Context: an optimization exercise on an open-source flow, tuned for small area. The choices shown serve that exercise and are no tape-out recipe.
At most, simulation tests tie the RTL to the original design; equivalence was not proved.
No driver is modelled on the clock port, so clock power and skew are understated where the tree is cut down; a real chip needs a root buffer or a tree.
Power is estimated from default activity; no workload was simulated.

// fdi_core
module fdi_core
(
  input  wire         clk,
  input  wire         aresetn,
  input  wire [15:0]  tx_cfg_i,
  input  wire         dac_locked_i,
  input  wire         dac_valid_i,
  output wire         tx_flag_o,
  output wire         dac_rst_o,
  output wire [13:0]  dac_dat_a_o,
  output wire [13:0]  dac_dat_b_o,
  input  wire [13:0]  adc_dat_a_i,
  input  wire         adc_valid_i,
  output wire         daq_done_o,
  output wire [15:0]  bram_addr_o,
  output wire [15:0]  bram_wrdata_o,
  output wire         bram_we_o
);
==> module fdi_core, before the edit <==
module fdi_core
(
  input  wire         clk,
  input  wire         aresetn,
  input  wire [15:0]  tx_cfg_i,
  input  wire         dac_locked_i,
  input  wire         dac_valid_i,
  output wire         tx_flag_o,
  output wire         dac_rst_o,
  output wire [13:0]  dac_dat_a_o,
  output wire [13:0]  dac_dat_b_o,
  input  wire [13:0]  adc_dat_a_i,
  input  wire         adc_valid_i,
  output wire         daq_done_o,
  output wire [15:0]  bram_addr_o,
  output wire [15:0]  bram_wrdata_o,
  output wire         bram_we_o
);
  wire       rst   = ~aresetn;
  wire       srst  = tx_cfg_i[15];
  wire       en    = tx_cfg_i[14];
  wire [2:0] ord   = tx_cfg_i[13:11];
  wire [2:0] rep_i = tx_cfg_i[10:8];
  wire [7:0] sel   = tx_cfg_i[7:0];
  reg       en_last;
  reg       busy;
  reg       div_clk;
  reg [7:0] cnt;
  reg [2:0] q;
  wire       pos     = busy | q[0];
  wire [2:0] rep_cnt = busy ? q : 3'd1;
  reg [12:0] p;
  wire match = (cnt == sel);
  always @(posedge clk) begin
    if (rst) begin
      cnt     <= 8'd1;
      div_clk <= 1'b0;
    end else begin
      cnt     <= match ? 8'd1 : cnt + 8'd1;
      div_clk <= match;
    end
  end
  reg tap;
  always @* begin
    case (ord)
      3'd0: tap = p[1];
      3'd1: tap = p[1];
      3'd2: tap = p[2] ^ p[3] ^ p[4];
      3'd3: tap = p[4];
      3'd4: tap = p[3];
      3'd5: tap = p[2];
      3'd6: tap = p[6] ^ p[8] ^ p[11];
      default: tap = p[9] ^ p[10] ^ p[12];
    endcase
  end
  wire fb = ~(p[0] ^ tap);
  wire [7:0] ins = 8'd1 << ord;                
  wire [12:0] p_shift = {1'b0, p[12:1]} | ({13{fb}} & {ins, 5'd0});
  wire zero  = (p == 13'd0);                   
  wire shift = pos & div_clk;
  wire last  = (q == rep_i);                   
  wire wrap  = div_clk & busy & zero;          
  wire term  = wrap & last;                    
  reg       pos_n, busy_n;
  reg [2:0] rep_n;
  always @* begin
    pos_n  = pos;
    busy_n = busy;
    rep_n  = rep_cnt;
    if (srst) begin
      pos_n = 1'b0;
    end else if (~en_last & en) begin
      pos_n = 1'b1;
    end else if (term) begin
      pos_n = 1'b0;
    end
    if (srst) begin
      busy_n = 1'b0;
      rep_n  = 3'd1;
    end else if (shift) begin
      busy_n = ~term;
      if (wrap)
        rep_n = last ? 3'd1 : rep_cnt + 3'd1;
    end
  end
  always @(posedge clk) begin
    if (rst) begin
      en_last <= 1'b0;
      busy    <= 1'b0;
      q       <= 3'd0;
    end else begin
      en_last <= en;
      busy    <= busy_n;
      q       <= busy_n ? rep_n : {2'b00, pos_n};
    end
  end
  always @(posedge clk) begin
    if (rst | srst)
      p <= 13'd0;
    else if (shift)
      p <= p_shift;
  end
  assign tx_flag_o = busy;
  wire dac_ok = dac_locked_i & dac_valid_i;
  reg  dac_lo, dac_hi;
  always @(posedge clk) begin
    dac_lo <= dac_ok & busy;
    dac_hi <= dac_ok & ~(busy & p[1]);
  end
  wire dac_ok_r = dac_lo | dac_hi;
  assign dac_rst_o   = ~dac_ok_r;
  assign dac_dat_a_o = {dac_hi, 1'b0, {12{dac_lo}}};
  assign dac_dat_b_o = {dac_hi & ~dac_lo, 1'b0, {12{dac_ok_r}}};
  reg [13:0] adc_r;
  always @(posedge clk)
    adc_r <= adc_dat_a_i;
  reg        ntrig;
  reg        done;
  reg [15:0] r;
  localparam [16:0] R_END = 17'h15402;    
  wire trig   = ~ntrig;
  wire idle   = ntrig & ~done;
  wire done_r = ntrig & r[1];
  wire r_end;
  always @(posedge clk) begin
    if (rst) begin
      ntrig <= 1'b1;
      done  <= 1'b0;
    end else if (ntrig) begin
      if (~done & tx_flag_o)
        ntrig <= 1'b0;                           
      done <= done & tx_flag_o;                  
    end else if (r_end) begin
      ntrig <= 1'b1;                             
      done  <= 1'b1;
    end else
      done  <= ~r[15];                           
  end
  always @(posedge clk) begin
    if (rst)
      r[1] <= 1'b0;
    else if (ntrig)
      r[1] <= done;                              
    else
      r[1] <= ~r[0] & ~r_end;
    r[0]    <= ~ntrig & ~(done ^ r[13]);
    r[15:2] <= ntrig ? 14'd0 : ~r[14:1];
  end
  assign r_end = ({done, r} == R_END);
  reg [15:0] addr;
  reg [15:0] wdata;
  reg        we;
  always @(posedge clk) begin
    if (rst | idle)
      addr <= 16'd0;
    else if (adc_valid_i)
      addr <= addr + 16'd1;
  end
  always @(posedge clk) begin
    we    <= trig & adc_valid_i;
    wdata <= ~(trig & adc_valid_i) ? 16'd0 :
             tx_flag_o ? {{3{adc_r[13]}}, ~adc_r[12:0]} : 16'h7FFF;
  end
  assign daq_done_o    = done_r;
  assign bram_addr_o   = addr;
  assign bram_wrdata_o = wdata;
  assign bram_we_o     = we;
endmodule
==> flow/config.mk <==
export PLATFORM = sky130hd
export DESIGN_NAME = fdi_core
export DESIGN_NICKNAME = fdi_core
export VERILOG_FILES = /design/flow/design.v
export SDC_FILE = /design/flow/constraint.sdc
export NUM_CORES = 4
export LEC_CHECK = 0
export CAP_MARGIN = 0
export CORE_MARGIN = 2
export CORE_UTILIZATION = 40
export SLEW_MARGIN = 0
==> flow/constraint.sdc <==
create_clock -name core_clock -period 8.0 [get_ports {clk}]
set_input_delay 1.6000 -clock core_clock [delete_from_list [all_inputs] [get_ports {clk}]]
set_output_delay 1.6000 -clock core_clock [all_outputs]
set_load 0.01 [all_outputs]
standard.sh (not shown) runs the stock make flow with config.mk's settings and CLKGATE_MAP_FILE= SYNTH_SCRIPT=/design/flow/synth_recipe.tcl, a recipe that flattens the netlist after the stock synthesis.
==> flow/flow/run.sh <==
#!/bin/bash
# Layout flow: the standard synthesis, then an area-oriented re-mapping of
# the combinational logic between the unchanged flip-flops (same instances,
# names and cell type; the smallest of a few ABC scripts is kept), then the
# standard ORFS layout with the ports buffered by the smallest buffer and the
# clock tree rebuilt after CTS as two levels of inverters, a root inverter
# driving one inverter per cluster of flip-flops, the smallest such tree
# that keeps the clock-pin slew low (flow/clocktree.tcl).
set -euo pipefail
WORK=$(pwd)
PLAT=$FLOW_HOME/platforms/sky130hd
LIB=$PLAT/lib/sky130_fd_sc_hd__tt_025C_1v80.lib
RES=$WORK/orfs/results/sky130hd/fdi_core/base
YOSYS=$(command -v yosys || echo "$FLOW_HOME/../tools/install/yosys/bin/yosys")

KNOBS=(
  BUFFER_PORTS_ARGS="-buffer_cell sky130_fd_sc_hd__buf_1"
  CTS_ARGS="-sink_clustering_enable -repair_clock_nets -dont_use_dummy_load"
  POST_CTS_TCL="$(pwd)/flow/clocktree.tcl"
  CLK_TREES="5 sky130_fd_sc_hd__inv_6 sky130_fd_sc_hd__inv_4 4 sky130_fd_sc_hd__inv_8 sky130_fd_sc_hd__inv_4 6 sky130_fd_sc_hd__inv_6 sky130_fd_sc_hd__inv_4 5 sky130_fd_sc_hd__inv_8 sky130_fd_sc_hd__inv_4 7 sky130_fd_sc_hd__inv_6 sky130_fd_sc_hd__inv_4 6 sky130_fd_sc_hd__inv_8 sky130_fd_sc_hd__inv_6 7 sky130_fd_sc_hd__inv_8 sky130_fd_sc_hd__inv_6 8 sky130_fd_sc_hd__inv_8 sky130_fd_sc_hd__inv_8"
  CLK_SLEW_NS=0.110
)

# 1. standard synthesis
bash standard.sh "${KNOBS[@]}" synth > make_synth.log 2>&1
cp "$RES/1_2_yosys.v" "$WORK/std_netlist.v"

# 2. re-map the combinational logic for area
DONT_USE=$(sed -n '/DONT_USE_CELLS += /,/^#/p' "$PLAT/config.mk" | grep -oE 'sky130_fd_sc_hd__[a-z0-9_]+' | sed 's/^/-dont_use /' | tr '\n' ' ')
reopt() {
  local s=$1 n
  n=$(basename "$s" .abc)
  cat > "$WORK/reopt_$n.ys" <<EOS
read_liberty -ignore_miss_func $LIB
blackbox sky130_fd_sc_hd__dfxtp_1
read_verilog $WORK/std_netlist.v
hierarchy -top $FLOW_TOP
flatten
opt -purge
abc -liberty $LIB $DONT_USE -script $s
read_liberty -lib -ignore_redef $LIB
opt_clean -purge
splitnets
opt_clean -purge
hilomap -singleton -hicell sky130_fd_sc_hd__conb_1 HI -locell sky130_fd_sc_hd__conb_1 LO
insbuf -buf sky130_fd_sc_hd__buf_4 A X
tee -o $WORK/reopt_$n.stat stat -liberty $LIB
check -assert -mapped
write_verilog -nohex -nodec $WORK/reopt_$n.v
EOS
  "$YOSYS" -s "$WORK/reopt_$n.ys" > "yosys_reopt_$n.log" 2>&1 && touch "$WORK/reopt_$n.ok"
}
# run the scripts NUM_CORES at a time
jobs_max=${NUM_CORES:-4}
for s in "$WORK"/flow/area*.abc; do
  while [[ $(jobs -rp | wc -l) -ge $jobs_max ]]; do sleep 1; done
  reopt "$s" &
done
wait
best=""; best_area=""
for s in "$WORK"/flow/area*.abc; do
  n=$(basename "$s" .abc)
  [[ -f "$WORK/reopt_$n.ok" ]] || continue
  a=$(grep -oE "Chip area for module .*: [0-9.]+" "$WORK/reopt_$n.stat" | grep -oE "[0-9.]+$")
  echo "$n $a" >> reopt_areas.log
  if [[ -z "$best" ]] || awk "BEGIN{exit !($a < $best_area)}"; then best=$n; best_area=$a; fi
done
echo "chosen $best $best_area" >> reopt_areas.log

# the flip-flops must be exactly those of the standard synthesis
diff <(grep -E '^\s*sky130_fd_sc_hd__df' "$WORK/std_netlist.v" | sort) \
     <(grep -E '^\s*sky130_fd_sc_hd__df' "$WORK/reopt_$best.v" | sort) > ff_diff.log

cp "$WORK/reopt_$best.v" "$RES/1_2_yosys.v"
rm -f "$RES/1_synth.odb"

# 3. layout
bash standard.sh "${KNOBS[@]}" finish > make_finish.log 2>&1
Other scripts of this flow, unchanged in this note and not shown: flow/flow/area1.abc, flow/flow/area2.abc, flow/flow/area3.abc, flow/flow/area4.abc, flow/flow/area5.abc, flow/flow/area6.abc, flow/flow/area7.abc, flow/flow/area8.abc, flow/flow/clocktree.tcl
==> next run, changes <==
--- a/flow/design.v
+++ b/flow/design.v
@@ -146,24 +146,26 @@
       r[1] <= ~r[0] & ~r_end;
     r[0]    <= ~ntrig & ~(done ^ r[13]);
     r[15:2] <= ntrig ? 14'd0 : ~r[14:1];
   end
   assign r_end = ({done, r} == R_END);
   reg [15:0] addr;
-  reg [15:0] wdata;
-  reg        we;
+  reg [12:0] wlo;       
+  reg        wp;        
+  reg        wq;        
   always @(posedge clk) begin
     if (rst | idle)
       addr <= 16'd0;
     else if (adc_valid_i)
       addr <= addr + 16'd1;
   end
+  wire tv = trig & adc_valid_i;
   always @(posedge clk) begin
-    we    <= trig & adc_valid_i;
-    wdata <= ~(trig & adc_valid_i) ? 16'd0 :
-             tx_flag_o ? {{3{adc_r[13]}}, ~adc_r[12:0]} : 16'h7FFF;
+    wlo <= ~tv ? 13'd0 : tx_flag_o ? ~adc_r[12:0] : 13'h1FFF;
+    wp  <= tv & (~tx_flag_o | adc_r[13]);
+    wq  <= tv & tx_flag_o;
   end
   assign daq_done_o    = done_r;
   assign bram_addr_o   = addr;
-  assign bram_wrdata_o = wdata;
-  assign bram_we_o     = we;
+  assign bram_wrdata_o = {wp & wq, wp, wp, wlo};
+  assign bram_we_o     = wp | wq;
 endmodule
Outcome: The changed run ran to the end with no violations; clock power falls by about 6%; register-to-register slack gets better by 0.08 ns; design area stays the same; via count grows by 2.7%; wire length came out higher by 0.99%; fmax goes up by 1.4%; core utilization does not change.
No functional check of the RTL was part of the second run of this note. No run of this note takes its clock network from TritonCTS; it comes from the design's own scripts or RTL.


Setup of run 1:
Another version of the RTL of fdi_core (not shown whole).
Size in the first run: about 350 cells after synthesis, about 99 I/O pins.
==> module fdi_core, before the edit <==
module fdi_core
(
  input  wire         clk,
  input  wire         aresetn,
  input  wire [15:0]  tx_cfg_i,
  input  wire         dac_locked_i,
  input  wire         dac_valid_i,
  output wire         tx_flag_o,
  output wire         dac_rst_o,
  output wire [13:0]  dac_dat_a_o,
  output wire [13:0]  dac_dat_b_o,
  input  wire [13:0]  adc_dat_a_i,
  input  wire         adc_valid_i,
  output wire         daq_done_o,
  output wire [15:0]  bram_addr_o,
  output wire [15:0]  bram_wrdata_o,
  output wire         bram_we_o
);
  wire       rst   = ~aresetn;
  wire       srst  = tx_cfg_i[15];
  wire       en    = tx_cfg_i[14];
  wire [2:0] ord   = tx_cfg_i[13:11];
  wire [2:0] rep_i = tx_cfg_i[10:8];
  wire [7:0] sel   = tx_cfg_i[7:0];
  reg       en_last;
  reg       pos;
  reg       busy;
  reg       div_clk;
  reg [7:0] cnt;
  reg [2:0] rep_cnt;
  reg [12:0] p;
  wire match = (cnt == sel);
  always @(posedge clk) begin
    if (rst) begin
      cnt     <= 8'd1;
      div_clk <= 1'b0;
    end else begin
      cnt     <= match ? 8'd1 : cnt + 8'd1;
      div_clk <= match;
    end
  end
  reg tap;
  always @* begin
    case (ord)
      3'd0: tap = p[1];
      3'd1: tap = p[1];
      3'd2: tap = p[2] ^ p[3] ^ p[4];
      3'd3: tap = p[4];
      3'd4: tap = p[3];
      3'd5: tap = p[2];
      3'd6: tap = p[6] ^ p[8] ^ p[11];
      default: tap = p[9] ^ p[10] ^ p[12];
    endcase
  end
  wire fb = ~(p[0] ^ tap);
  wire [7:0] ins = 8'd1 << ord;                
  wire [12:0] p_shift = {1'b0, p[12:1]} | ({13{fb}} & {ins, 5'd0});
  wire zero  = (p == 13'd0);                   
  wire shift = pos & div_clk;
  wire last  = (rep_cnt == rep_i);
  wire wrap  = div_clk & busy & zero;          
  wire term  = wrap & last;                    
  always @(posedge clk) begin
    if (rst) begin
      en_last <= 1'b0;
      pos     <= 1'b0;
    end else begin
      en_last <= en;
      if (srst)
        pos <= 1'b0;
      else if (~en_last & en)
        pos <= 1'b1;
      else if (term)
        pos <= 1'b0;
    end
  end
  always @(posedge clk) begin
    if (rst | srst) begin
      busy    <= 1'b0;
      p       <= 13'd0;
      rep_cnt <= 3'd1;
    end else if (shift) begin
      busy <= ~term;
      p    <= p_shift;
      if (wrap)
        rep_cnt <= last ? 3'd1 : rep_cnt + 3'd1;
    end
  end
  assign tx_flag_o = busy;
  wire dac_ok = dac_locked_i & dac_valid_i;
  reg  dac_rst_r, dac_a_hi, busy_d;
  always @(posedge clk) begin
    dac_rst_r <= ~dac_ok;
    dac_a_hi  <= dac_ok & ~(busy & p[1]);
    busy_d    <= busy;
  end
  assign dac_rst_o   = dac_rst_r;
  assign dac_dat_a_o = {dac_a_hi, 1'b0, {12{~dac_rst_r & busy_d}}};
  assign dac_dat_b_o = {~dac_rst_r & ~busy_d, 1'b0, {12{~dac_rst_r}}};
  reg [13:0] adc_r;
  always @(posedge clk)
    adc_r <= adc_dat_a_i;
  reg        ntrig;
  reg        done;
  reg [15:0] r;
  localparam [16:0] R_END = 17'h15402;    
  wire trig   = ~ntrig;
  wire idle   = ntrig & ~done;
  wire done_r = ntrig & r[1];
  wire r_end;
  always @(posedge clk) begin
    if (rst) begin
      ntrig <= 1'b1;
      done  <= 1'b0;
    end else if (ntrig) begin
      if (~done & tx_flag_o)
        ntrig <= 1'b0;                           
      done <= done & tx_flag_o;                  
    end else if (r_end) begin
      ntrig <= 1'b1;                             
      done  <= 1'b1;
    end else
      done  <= ~r[15];                           
  end
  always @(posedge clk) begin
    if (rst)
      r[1] <= 1'b0;
    else if (ntrig)
      r[1] <= done;                              
    else
      r[1] <= ~r[0] & ~r_end;
    r[0]    <= ~ntrig & ~(done ^ r[13]);
    r[15:2] <= ntrig ? 14'd0 : ~r[14:1];
  end
  assign r_end = ({done, r} == R_END);
  reg [15:0] addr;
  reg [15:0] wdata;
  reg        we;
  always @(posedge clk) begin
    if (rst | idle)
      addr <= 16'd0;
    else if (adc_valid_i)
      addr <= addr + 16'd1;
  end
  always @(posedge clk) begin
    we    <= trig & adc_valid_i;
    wdata <= ~(trig & adc_valid_i) ? 16'd0 :
             tx_flag_o ? {{3{adc_r[13]}}, ~adc_r[12:0]} : 16'h7FFF;
  end
  assign daq_done_o    = done_r;
  assign bram_addr_o   = addr;
  assign bram_wrdata_o = wdata;
  assign bram_we_o     = we;
endmodule
==> flow/config.mk <==
export PLATFORM = sky130hd
export DESIGN_NAME = fdi_core
export DESIGN_NICKNAME = fdi_core
export VERILOG_FILES = /design/flow/design.v
export SDC_FILE = /design/flow/constraint.sdc
export NUM_CORES = 4
export LEC_CHECK = 0
export CAP_MARGIN = 0
export CORE_MARGIN = 2
export CORE_UTILIZATION = 40
export SLEW_MARGIN = 0
==> flow/constraint.sdc <==
create_clock -name core_clock -period 8.0 [get_ports {clk}]
set_input_delay 1.6000 -clock core_clock [delete_from_list [all_inputs] [get_ports {clk}]]
set_output_delay 1.6000 -clock core_clock [all_outputs]
set_load 0.01 [all_outputs]
==> flow/flow/run.sh <==
#!/bin/bash
# Layout flow: the standard synthesis, then an area-oriented re-mapping of
# the combinational logic between the unchanged flip-flops (same instances,
# names and cell type; the smallest of a few ABC scripts is kept), then the
# standard ORFS layout with the ports buffered by the smallest buffer and the
# clock tree rebuilt after CTS as two levels of inverters, a root inverter
# driving one inverter per cluster of flip-flops (flow/clocktree.tcl).
set -euo pipefail
WORK=$(pwd)
PLAT=$FLOW_HOME/platforms/sky130hd
LIB=$PLAT/lib/sky130_fd_sc_hd__tt_025C_1v80.lib
RES=$WORK/orfs/results/sky130hd/fdi_core/base
YOSYS=$(command -v yosys || echo "$FLOW_HOME/../tools/install/yosys/bin/yosys")

KNOBS=(
  BUFFER_PORTS_ARGS="-buffer_cell sky130_fd_sc_hd__buf_1"
  CTS_ARGS="-sink_clustering_enable -repair_clock_nets -dont_use_dummy_load"
  POST_CTS_TCL="$(pwd)/flow/clocktree.tcl"
  CLK_LEAVES=6
  CLK_LEAF_CELL=sky130_fd_sc_hd__inv_6
  CLK_ROOT_CELL=sky130_fd_sc_hd__inv_4
)

# 1. standard synthesis
bash standard.sh "${KNOBS[@]}" synth > make_synth.log 2>&1
cp "$RES/1_2_yosys.v" "$WORK/std_netlist.v"

# 2. re-map the combinational logic for area
DONT_USE=$(sed -n '/DONT_USE_CELLS += /,/^#/p' "$PLAT/config.mk" | grep -oE 'sky130_fd_sc_hd__[a-z0-9_]+' | sed 's/^/-dont_use /' | tr '\n' ' ')
best=""; best_area=""
for s in "$WORK"/flow/area*.abc; do
  n=$(basename "$s" .abc)
  cat > "$WORK/reopt_$n.ys" <<EOS
read_liberty -ignore_miss_func $LIB
blackbox sky130_fd_sc_hd__dfxtp_1
read_verilog $WORK/std_netlist.v
hierarchy -top $FLOW_TOP
flatten
opt -purge
abc -liberty $LIB $DONT_USE -script $s
read_liberty -lib -ignore_redef $LIB
opt_clean -purge
splitnets
opt_clean -purge
hilomap -singleton -hicell sky130_fd_sc_hd__conb_1 HI -locell sky130_fd_sc_hd__conb_1 LO
insbuf -buf sky130_fd_sc_hd__buf_4 A X
tee -o $WORK/reopt_$n.stat stat -liberty $LIB
check -assert -mapped
write_verilog -nohex -nodec $WORK/reopt_$n.v
EOS
  if "$YOSYS" -s "$WORK/reopt_$n.ys" > "yosys_reopt_$n.log" 2>&1; then
    a=$(grep -oE "Chip area for module .*: [0-9.]+" "$WORK/reopt_$n.stat" | grep -oE "[0-9.]+$")
    echo "$n $a" >> reopt_areas.log
    if [[ -z "$best" ]] || awk "BEGIN{exit !($a < $best_area)}"; then best=$n; best_area=$a; fi
  fi
done
echo "chosen $best $best_area" >> reopt_areas.log

# the flip-flops must be exactly those of the standard synthesis
diff <(grep -E '^\s*sky130_fd_sc_hd__df' "$WORK/std_netlist.v" | sort) \
     <(grep -E '^\s*sky130_fd_sc_hd__df' "$WORK/reopt_$best.v" | sort) > ff_diff.log

cp "$WORK/reopt_$best.v" "$RES/1_2_yosys.v"
rm -f "$RES/1_synth.odb"

# 3. layout
bash standard.sh "${KNOBS[@]}" finish > make_finish.log 2>&1
Other scripts of this flow, unchanged in this note and not shown: flow/flow/area1.abc, flow/flow/area2.abc, flow/flow/area3.abc, flow/flow/clocktree.tcl
Input-level comparison between run 2 and run 1:
--- a/flow/design.v
+++ b/flow/design.v
@@ -101,41 +101,35 @@
   reg [13:0] adc_r;
   always @(posedge clk)
     adc_r <= adc_dat_a_i;
   reg        ntrig;
   reg        done;
-  reg [15:0] r;
+  reg        done_r;
+  reg [16:0] r;
   localparam [16:0] R_END = 17'h15402;    
-  wire trig   = ~ntrig;
-  wire idle   = ntrig & ~done;
-  wire done_r = ntrig & r[1];
+  wire trig = ~ntrig;
+  wire idle = ntrig & ~done;
   wire r_end;
   always @(posedge clk) begin
     if (rst) begin
-      ntrig <= 1'b1;
-      done  <= 1'b0;
-    end else if (ntrig) begin
-      if (~done & tx_flag_o)
-        ntrig <= 1'b0;                           
-      done <= done & tx_flag_o;                  
-    end else if (r_end) begin
-      ntrig <= 1'b1;                             
-      done  <= 1'b1;
-    end else
-      done  <= ~r[15];                           
+      ntrig  <= 1'b1;
+      done   <= 1'b0;
+      done_r <= 1'b0;
+    end else begin
+      done_r <= done;
+      if (idle & tx_flag_o)
+        ntrig <= 1'b0;
+      else if (trig & r_end) begin
+        ntrig <= 1'b1;
+        done  <= 1'b1;
+      end else if (done & ~tx_flag_o)
+        done  <= 1'b0;
+    end
   end
-  always @(posedge clk) begin
-    if (rst)
-      r[1] <= 1'b0;
-    else if (ntrig)
-      r[1] <= done;                              
-    else
-      r[1] <= ~r[0] & ~r_end;
-    r[0]    <= ~ntrig & ~(done ^ r[13]);
-    r[15:2] <= ntrig ? 14'd0 : ~r[14:1];
-  end
-  assign r_end = ({done, r} == R_END);
+  always @(posedge clk)
+    r <= ntrig ? 17'd0 : {~r[15:0], ~(r[16] ^ r[13])};
+  assign r_end = (r == R_END);
   reg [15:0] addr;
   reg [15:0] wdata;
   reg        we;
   always @(posedge clk) begin
     if (rst | idle)
Findings:
- Wire length of the first global-routing pass: run 2 worse than run 1
- Against run 1, synthesized cell area in run 2 rose slightly.
- Run 2 ended up with a higher routed wire length than run 1 did.
- Between run 1 and run 2, the flow reports post-route standard cell area excluding fillers increasing slightly.
- For multi-input gate share of total cell area, run 1 and run 2 come out practically identical.
- Diff run 1..run 2 | number of well taps | unchanged
- The critical path's slowest cell comes out sky130_fd_sc_hd__and3_1 in one run and sky130_fd_sc_hd__and2_0 in the other, namely in run 2 and run 1 respectively.
- Post-layout utilization of the core was lower in the run labelled run 1.
Function not checked in run 1: the RTL went through the layout flow alone. No run of this note takes its clock network from TritonCTS; it comes from the design's own scripts or RTL.

port drivers added, routing unchanged:
The flow's constraints put no driver on any port. The routed layouts listed below were extracted and timed again, unchanged, in two steps.
Step 1, drivers: a clkbuf_16 drives clk and a buf_2 each remaining input, both assumed.
Step 2 adds t to the input delays and takes it off the output delays; t is the mean of the earliest and latest rising clock arrival at the registers after step 1. Input paths then give back, and output paths get back, about the clock's delay inside the block.
a / b / c = ideal ports / drivers / drivers and shift; a / b = the first two.
run | t (ns) | setup slack, ns | hold WS [ns] | worst slew at a driven data input, ns
the first run of note 1 | 0.277 | 4.002 / 4.012 / 3.734 | 0.408 / 0.408 / 0.408 | 0.04
the second run of note 1 | 0.266 | 4.059 / 4.060 / 3.794 | 0.401 / 0.401 / 0.401 | 0.04
run 1 | 0.273 | 4.018 / 4.031 / 3.758 | 0.404 / 0.404 / 0.404 | 0.04
run 2 | 0.264 | 4.214 / 4.229 / 3.965 | 0.400 / 0.400 / 0.400 | 0.05
After both steps setup and hold are still met in every run listed. The setup slack of the first run of note 1, which loses most, moves by +0.010 ns with the drivers and by -0.268 ns with both steps.
